This design comes from an exercise in tuning for small area, a short achievable clock period and few clock cycles on the open sky130 flow, not from production work. Where RTL was checked, it was by simulation tests only, not by an equivalence proof against the original.

03-27:
Design geofence, start of the top module:
module geofence (clk, reset, X, Y, valid, is_inside);
    input clk;
    input reset;
    input [9:0] X;
    input [9:0] Y;
    output valid;
    output is_inside;
    reg [3:0] phase;
    reg [9:0] tx, ty;
    reg       vsx, vsy, lsx, lsy, rsx, rsy;
    reg [9:0] vmx, vmy, lmx, lmy, rmx, rmy;
    reg       inside_acc;
    reg       _valid, _inside;
    assign valid = _valid;
    assign is_inside = _inside;
    wire [10:0] ex = {1'b0, X} + {1'b0, ~tx};
    wire [10:0] ey = {1'b0, Y} + {1'b0, ~ty};
    wire        dsx = ~ex[10];
    wire        dsy = ~ey[10];
    wire [9:0]  dmx = dsx ? ~ex[9:0] : ex[9:0] + 10'd1;
    wire [9:0]  dmy = dsy ? ~ey[9:0] : ey[9:0] + 10'd1;
    wire ge_l, ge_r;   
    geofence_cmp cmp_l (.a(lmx), .b(vmy), .c(vmx), .d(lmy), .msb(ge_l));
    geofence_cmp cmp_r (.a(rmx), .b(vmy), .c(vmx), .d(rmy), .msb(ge_r));
    wire s1l = lsx ^ vsy, s2l = vsx ^ lsy;
    wire s1r = rsx ^ vsy, s2r = vsx ^ rsy;
    wire nl = (s1l == s2l) ? ~(s1l ^ ge_l) : s1l;
    wire nr = (s1r == s2r) ? ~(s1r ^ ge_r) : s1r;
    wire wrap = nl & ~nr;
    always @(posedge clk or posedge reset) begin
        if (reset) begin
            phase <= 4'd0;
            _valid <= 1'b0;
            _inside <= 1'b0;
        end else begin
            phase <= (phase == 4'd8) ? 4'd0 : phase + 4'd1;
            _valid <= (phase == 4'd7);
            if (phase == 4'd7) _inside <= inside_acc | wrap;
        end
    end
  ...
Size: ~24 I/O pins, roughly 15000 um2 of cells after synthesis.
==> module geofence, before the edit <==
module geofence (clk, reset, X, Y, valid, is_inside);
    input clk;
    input reset;
    input [9:0] X;
    input [9:0] Y;
    output valid;
    output is_inside;
    reg [3:0] phase;
    reg [9:0] tx, ty;
    reg       vsx, vsy, lsx, lsy, rsx, rsy;
    reg [9:0] vmx, vmy, lmx, lmy, rmx, rmy;
    reg       inside_acc;
    reg       _valid, _inside;
    assign valid = _valid;
    assign is_inside = _inside;
    wire [10:0] ex = {1'b0, X} + {1'b0, ~tx};
    wire [10:0] ey = {1'b0, Y} + {1'b0, ~ty};
    wire        dsx = ~ex[10];
    wire        dsy = ~ey[10];
    wire [9:0]  dmx = dsx ? ~ex[9:0] : ex[9:0] + 10'd1;
    wire [9:0]  dmy = dsy ? ~ey[9:0] : ey[9:0] + 10'd1;
    wire ge_l, ge_r;   
    geofence_cmp cmp_l (.a(lmx), .b(vmy), .c(vmx), .d(lmy), .msb(ge_l));
    geofence_cmp cmp_r (.a(rmx), .b(vmy), .c(vmx), .d(rmy), .msb(ge_r));
    wire s1l = lsx ^ vsy, s2l = vsx ^ lsy;
    wire s1r = rsx ^ vsy, s2r = vsx ^ rsy;
    wire nl = (s1l == s2l) ? ~(s1l ^ ge_l) : s1l;
    wire nr = (s1r == s2r) ? ~(s1r ^ ge_r) : s1r;
    wire wrap = nl & ~nr;
    always @(posedge clk or posedge reset) begin
        if (reset) begin
            phase <= 4'd0;
            _valid <= 1'b0;
            _inside <= 1'b0;
        end else begin
            phase <= (phase == 4'd8) ? 4'd0 : phase + 4'd1;
            _valid <= (phase == 4'd7);
            if (phase == 4'd7) _inside <= inside_acc | wrap;
        end
    end
    always @(posedge clk) begin
        if (phase == 4'd0) begin
            tx <= X;
            ty <= Y;
        end
        vsx <= dsx; vsy <= dsy; vmx <= dmx; vmy <= dmy;
        if (phase == 4'd2) begin
            lsx <= vsx; lsy <= vsy; lmx <= vmx; lmy <= vmy;
            rsx <= vsx; rsy <= vsy; rmx <= vmx; rmy <= vmy;
            inside_acc <= 1'b0;
        end else if (phase >= 4'd3 && phase <= 4'd7) begin
            if (nl & nr) begin
                lsx <= vsx; lsy <= vsy; lmx <= vmx; lmy <= vmy;
            end
            if (~nl & ~nr) begin
                rsx <= vsx; rsy <= vsy; rmx <= vmx; rmy <= vmy;
            end
            if (wrap) inside_acc <= 1'b1;
        end
    end
endmodule
==> flow/config.mk <==
export PLATFORM = sky130hd
export DESIGN_NAME = geofence
export DESIGN_NICKNAME = geofence
export VERILOG_FILES = /design/flow/design.v
export SDC_FILE = /design/flow/constraint.sdc
export NUM_CORES = 4
export LEC_CHECK = 0
export ABC_CLOCK_PERIOD_IN_PS = 6000
export CAP_MARGIN = 20
export CORE_MARGIN = 2
export CORE_UTILIZATION = 60
export SETUP_SLACK_MARGIN = 5
export SLEW_MARGIN = 20
==> flow/constraint.sdc <==
create_clock -name core_clock -period 12.0 [get_ports {clk}]
set_input_delay 2.4000 -clock core_clock [delete_from_list [all_inputs] [get_ports {clk}]]
set_output_delay 2.4000 -clock core_clock [all_outputs]
set_load 0.01 [all_outputs]
run.sh (not shown) runs the stock make flow with config.mk's settings and CLKGATE_MAP_FILE= SYNTH_SCRIPT=/design/flow/synth_recipe.tcl, a recipe that flattens the netlist after the stock synthesis.
#### Input delta (03-15 over 03-27)
--- a/flow/design.v
+++ b/flow/design.v
@@ -12,14 +12,12 @@
     reg       inside_acc;
     reg       _valid, _inside;
     assign valid = _valid;
     assign is_inside = _inside;
-    wire [10:0] ex = {1'b0, X} + {1'b0, ~tx};
-    wire [10:0] ey = {1'b0, Y} + {1'b0, ~ty};
-    wire        dsx = ~ex[10];
-    wire        dsy = ~ey[10];
-    wire [9:0]  dmx = dsx ? ~ex[9:0] : ex[9:0] + 10'd1;
-    wire [9:0]  dmy = dsy ? ~ey[9:0] : ey[9:0] + 10'd1;
+    wire       dsx = X < tx;
+    wire       dsy = Y < ty;
+    wire [9:0] dmx = dsx ? tx - X : X - tx;
+    wire [9:0] dmy = dsy ? ty - Y : Y - ty;
     wire ge_l, ge_r;   
     geofence_cmp cmp_l (.a(lmx), .b(vmy), .c(vmx), .d(lmy), .msb(ge_l));
     geofence_cmp cmp_r (.a(rmx), .b(vmy), .c(vmx), .d(rmy), .msb(ge_r));
     wire s1l = lsx ^ vsy, s2l = vsx ^ lsy;
==> notes.md <==
Compared 03-15 against 03-27; portion of the layout cell area used by clock cells within noise.
03-27 → 03-15: via count climbed 374; wire length of the first global-routing pass now larger.
On max-slew headroom at the worst pin, 03-27 loses to 03-15.
Delta (03-15 minus 03-27): routed metal-1 wirelength shows an increase of 400 um; share of layout cells above drive strength 1 essentially unchanged; minimum setup slack in the final design went up; clock-buffer cell count lost 1; fill cell instance count of the final layout has increased.
03-15 gives more final instance area than 03-27 did.
When the final numbers for 03-15 and 03-27 were put side by side, the mux cell area share after synthesis turned out to be greater in 03-15.
Per the final summary, 03-15 finished and its layout is clean on timing, DRC and antenna.
Testbench counts of 03-15, summed over its fixed seeds: cycles 10,800.
No functional check of the RTL was part of 03-27.

## run 1
Another version of the RTL of geofence (not shown whole).
Size in the first run: ~1300 cells after synthesis, roughly 24 I/O pins, about 14000 um^2 of cells after synthesis.
==> flow/design.v (excerpt) <==
module geofence (clk, reset, X, Y, valid, is_inside);
    input clk;
    input reset;
    input [9:0] X;
    input [9:0] Y;
    output valid;
    output is_inside;
    reg [3:0] phase;
    reg [9:0] tx, ty;
    reg       vsx, vsy, lsx, lsy, rsx, rsy;
    reg [9:0] vmx, vmy_n, lmx_n, lmy, rmx_n, rmy;
    reg       inside_acc;
    reg       _valid, _inside;
    assign valid = _valid;
    assign is_inside = _inside;
    wire [10:0] ex = {1'b0, X} + {1'b0, ~tx};
    wire [10:0] ey = {1'b0, Y} + {1'b0, ~ty};
    wire        dsx = ~ex[10];
    wire        dsy = ~ey[10];
    wire [9:0]  dmx = dsx ? ~ex[9:0] : ex[9:0] + 10'd1;
    wire [9:0]  dmy = dsy ? ~ey[9:0] : ey[9:0] + 10'd1;
    wire ge_l, ge_r;   
    geofence_cmp cmp_l (.an(lmx_n), .bn(vmy_n), .c(vmx), .d(lmy), .msb(ge_l));
    geofence_cmp cmp_r (.an(rmx_n), .bn(vmy_n), .c(vmx), .d(rmy), .msb(ge_r));
    wire s1l = lsx ^ vsy, s2l = vsx ^ lsy;
    wire s1r = rsx ^ vsy, s2r = vsx ^ rsy;
    wire nl1 = s1l, nl0 = s1l ^ (s1l == s2l);
    wire nr1 = s1r, nr0 = s1r ^ (s1r == s2r);
    wire nl = ge_l ? nl1 : nl0;
    wire nr = ge_r ? nr1 : nr0;
    wire active = (phase >= 4'd3) && (phase <= 4'd7);
    wire [3:0] upd_l_t = {nl1 & nr1, nl1 & nr0, nl0 & nr1, nl0 & nr0};
    wire [3:0] upd_r_t = {~nl1 & ~nr1, ~nl1 & ~nr0, ~nl0 & ~nr1, ~nl0 & ~nr0};
    wire upd_l = active & upd_l_t[{ge_l, ge_r}];
    wire upd_r = active & upd_r_t[{ge_l, ge_r}];
    wire wrap = nl & ~nr;
  ...
==> module geofence, before the edit <==
module geofence (clk, reset, X, Y, valid, is_inside);
    input clk;
    input reset;
    input [9:0] X;
    input [9:0] Y;
    output valid;
    output is_inside;
    reg [3:0] phase;
    reg [9:0] tx, ty;
    reg       vsx, vsy, lsx, lsy, rsx, rsy;
    reg [9:0] vmx, vmy_n, lmx_n, lmy, rmx_n, rmy;
    reg       inside_acc;
    reg       _valid, _inside;
    assign valid = _valid;
    assign is_inside = _inside;
    wire [10:0] ex = {1'b0, X} + {1'b0, ~tx};
    wire [10:0] ey = {1'b0, Y} + {1'b0, ~ty};
    wire        dsx = ~ex[10];
    wire        dsy = ~ey[10];
    wire [9:0]  dmx = dsx ? ~ex[9:0] : ex[9:0] + 10'd1;
    wire [9:0]  dmy = dsy ? ~ey[9:0] : ey[9:0] + 10'd1;
    wire ge_l, ge_r;   
    geofence_cmp cmp_l (.an(lmx_n), .bn(vmy_n), .c(vmx), .d(lmy), .msb(ge_l));
    geofence_cmp cmp_r (.an(rmx_n), .bn(vmy_n), .c(vmx), .d(rmy), .msb(ge_r));
    wire s1l = lsx ^ vsy, s2l = vsx ^ lsy;
    wire s1r = rsx ^ vsy, s2r = vsx ^ rsy;
    wire nl1 = s1l, nl0 = s1l ^ (s1l == s2l);
    wire nr1 = s1r, nr0 = s1r ^ (s1r == s2r);
    wire nl = ge_l ? nl1 : nl0;
    wire nr = ge_r ? nr1 : nr0;
    wire active = (phase >= 4'd3) && (phase <= 4'd7);
    wire [3:0] upd_l_t = {nl1 & nr1, nl1 & nr0, nl0 & nr1, nl0 & nr0};
    wire [3:0] upd_r_t = {~nl1 & ~nr1, ~nl1 & ~nr0, ~nl0 & ~nr1, ~nl0 & ~nr0};
    wire upd_l = active & upd_l_t[{ge_l, ge_r}];
    wire upd_r = active & upd_r_t[{ge_l, ge_r}];
    wire wrap = nl & ~nr;
    always @(posedge clk or posedge reset) begin
        if (reset) begin
            phase <= 4'd0;
            _valid <= 1'b0;
            _inside <= 1'b0;
        end else begin
            phase <= (phase == 4'd8) ? 4'd0 : phase + 4'd1;
            _valid <= (phase == 4'd7);
            if (phase == 4'd7) _inside <= inside_acc | wrap;
        end
    end
    always @(posedge clk) begin
        if (phase == 4'd0) begin
            tx <= X;
            ty <= Y;
        end
        vsx <= dsx; vsy <= dsy; vmx <= dmx; vmy_n <= ~dmy;
        if (phase == 4'd2) begin
            lsx <= vsx; lsy <= vsy; lmx_n <= ~vmx; lmy <= ~vmy_n;
            rsx <= vsx; rsy <= vsy; rmx_n <= ~vmx; rmy <= ~vmy_n;
            inside_acc <= 1'b0;
        end else begin
            if (upd_l) begin
                lsx <= vsx; lsy <= vsy; lmx_n <= ~vmx; lmy <= ~vmy_n;
            end
            if (upd_r) begin
                rsx <= vsx; rsy <= vsy; rmx_n <= ~vmx; rmy <= ~vmy_n;
            end
            if (active & wrap) inside_acc <= 1'b1;
        end
    end
endmodule
clock: 12.0 ns
lec_check: 0
abc_clock_period_in_ps: 6000
cap_margin: 20
core_margin: 2
core_utilization: 60
setup_slack_margin: 5
slew_margin: 20
standard.sh (not shown) runs the stock make flow with config.mk's settings and CLKGATE_MAP_FILE= SYNTH_SCRIPT=/design/flow/synth_recipe.tcl, a recipe that flattens the netlist after the stock synthesis.
==> flow/flow/run.sh <==
#!/bin/bash
# The standard layout, with one step added after synthesis: flow/fapol.py
# picks the polarity of each full-adder cell (a full adder is self-dual), of
# each half adder (rebuilt from an xor and an and-type gate) and of 2-input
# and/or gates, so that few inverters are left in the carry-save trees, and
# puts each full adder's latest-arriving input on its fastest pin (CIN);
# cells that drive many pins get a larger drive strength.
# The registers keep their names and cell types (some get a larger drive
# strength); the other changes are to combinational cells.
# Each tool's output goes to a log here: synth.log, fapol.log, finish.log
# (ORFS also keeps each step's log under orfs/logs).
set -euo pipefail
R=orfs/results/$FLOW_PLATFORM/geofence/base
bash standard.sh synth > synth.log 2>&1
cp $R/1_2_yosys.v $R/1_2_yosys.std.v
python3 flow/fapol.py $R/1_2_yosys.std.v $R/1_2_yosys.v > fapol.log 2>&1
rm -f $R/1_synth.odb $R/1_synth.sdc
bash standard.sh finish > finish.log 2>&1
Other scripts of this flow, unchanged in this note and not shown: flow/flow/fapol.py
Testbench counts of run 1, summed over its fixed seeds: cycles 10,800.
Input-level comparison between run 3 and run 1:
==> flow/design.v, changed modules only <==
module geofence (clk, reset, X, Y, valid, is_inside);
    input clk;
    input reset;
    input [9:0] X;
    input [9:0] Y;
    output valid;
    output is_inside;
    reg [3:0] phase;
    reg [9:0] tx, ty;
    reg       vsx, vsy, lsx, lsy, rsx, rsy;
    reg [9:0] vmx, vmy_n, lmx_n, lmy, rmx_n, rmy;
    reg       inside_acc;
    reg       _valid, _inside;
    assign valid = _valid;
    assign is_inside = _inside;
    wire [10:0] ex = {1'b0, X} + {1'b0, ~tx};
    wire [10:0] ey = {1'b0, Y} + {1'b0, ~ty};
    wire        dsx = ~ex[10];
    wire        dsy = ~ey[10];
    wire [9:0]  dmx = dsx ? ~ex[9:0] : ex[9:0] + 10'd1;
    wire [9:0]  dmy = dsy ? ~ey[9:0] : ey[9:0] + 10'd1;
    wire ge_l, ge_r;   
    geofence_cmp cmp_l (.an(lmx_n), .bn(vmy_n), .c(vmx), .d(lmy), .msb(ge_l));
    geofence_cmp cmp_r (.an(rmx_n), .bn(vmy_n), .c(vmx), .d(rmy), .msb(ge_r));
    wire s1l = lsx ^ vsy, s2l = vsx ^ lsy;
    wire s1r = rsx ^ vsy, s2r = vsx ^ rsy;
    wire nl1 = s1l, nl0 = s1l ^ (s1l == s2l);
    wire nr1 = s1r, nr0 = s1r ^ (s1r == s2r);
    wire nl = ge_l ? nl1 : nl0;
    wire nr = ge_r ? nr1 : nr0;
    wire active = (phase >= 4'd3) && (phase <= 4'd7);
    wire [3:0] upd_l_t = {nl1 & nr1, nl1 & nr0, nl0 & nr1, nl0 & nr0};
    wire [3:0] upd_r_t = {~nl1 & ~nr1, ~nl1 & ~nr0, ~nl0 & ~nr1, ~nl0 & ~nr0};
    wire [3:0] load_l_t = {4{active}} & upd_l_t;
    wire [3:0] load_r_t = {4{active}} & upd_r_t;
    wire load_l = (phase == 4'd2) | load_l_t[{ge_l, ge_r}];
    wire load_r = (phase == 4'd2) | load_r_t[{ge_l, ge_r}];
    wire wrap = nl & ~nr;
    always @(posedge clk or posedge reset) begin
        if (reset) begin
            phase <= 4'd0;
            _valid <= 1'b0;
            _inside <= 1'b0;
        end else begin
            phase <= (phase == 4'd8) ? 4'd0 : phase + 4'd1;
            _valid <= (phase == 4'd7);
            if (phase == 4'd7) _inside <= inside_acc | wrap;
        end
    end
    always @(posedge clk) begin
        if (phase == 4'd0) begin
            tx <= X;
            ty <= Y;
        end
        vsx <= dsx; vsy <= dsy; vmx <= dmx; vmy_n <= ~dmy;
        if (load_l) begin
            lsx <= vsx; lsy <= vsy; lmx_n <= ~vmx; lmy <= ~vmy_n;
        end
        if (load_r) begin
            rsx <= vsx; rsy <= vsy; rmx_n <= ~vmx; rmy <= ~vmy_n;
        end
        if (phase == 4'd2)
            inside_acc <= 1'b0;
        else if (active & wrap)
            inside_acc <= 1'b1;
    end
endmodule
### Flow results
Summary of run 3 over run 1: first-iteration DRC count went down by about 0.33%; area of all sequential standard cells shrank by about 0.34%; count of instances resized after the clock tree is built barely changed. Going from run 1 to run 3, fill cell instance count of the final layout moved down. Comparing run 3 and run 1, the lower clock-buffer cell count was measured on run 3. Synthesized cell count (run 3 vs. run 1) decreases slightly. The run showing the smaller cell area after synthesis is run 3. Run 1 → run 3: minimum clock period after layout decreased 21 ps, final-layout clock-cell area share increased 0.32 points.
Testbench counts of run 3, summed over its fixed seeds: cycles 10,800.

-- static timing again, ports no longer ideal --
In the flow no input, the clock included, has a driving cell. The finished layouts below were timed again as built, in two steps.
Step 1 (the two cells are an assumption about what drives the block):
set clk [get_ports {clk}]
set_driving_cell -lib_cell sky130_fd_sc_hd__clkbuf_16 $clk
set_driving_cell -lib_cell sky130_fd_sc_hd__buf_2 [delete_from_list [all_inputs] $clk]
Step 2 adds t to the input delays and takes it off the output delays; t is the mean of the earliest and latest rising clock arrival at the registers after step 1. Input paths then give back, and output paths get back, about the clock's delay inside the block.
Slacks: ideal ports / drivers / drivers and shift; pairs: ideal ports / drivers.
run	t (ns)	slack for setup (ns)	latest minus earliest clock arrival (ns)	worst register clock-pin slew, ns	worst slew at a driven data input, ns
03-27	0.374	5.204 / 5.204 / 5.204	0.008 / 0.009	0.07 / 0.07	0.03
03-15	0.380	5.301 / 5.301 / 5.301	0.015 / 0.015	0.07 / 0.07	0.03
run 1	0.399	5.513 / 5.513 / 5.513	0.015 / 0.015	0.08 / 0.08	0.03
run 3	0.405	5.533 / 5.533 / 5.533	0.014 / 0.014	0.09 / 0.09	0.04
After both steps every run listed still meets setup and hold.
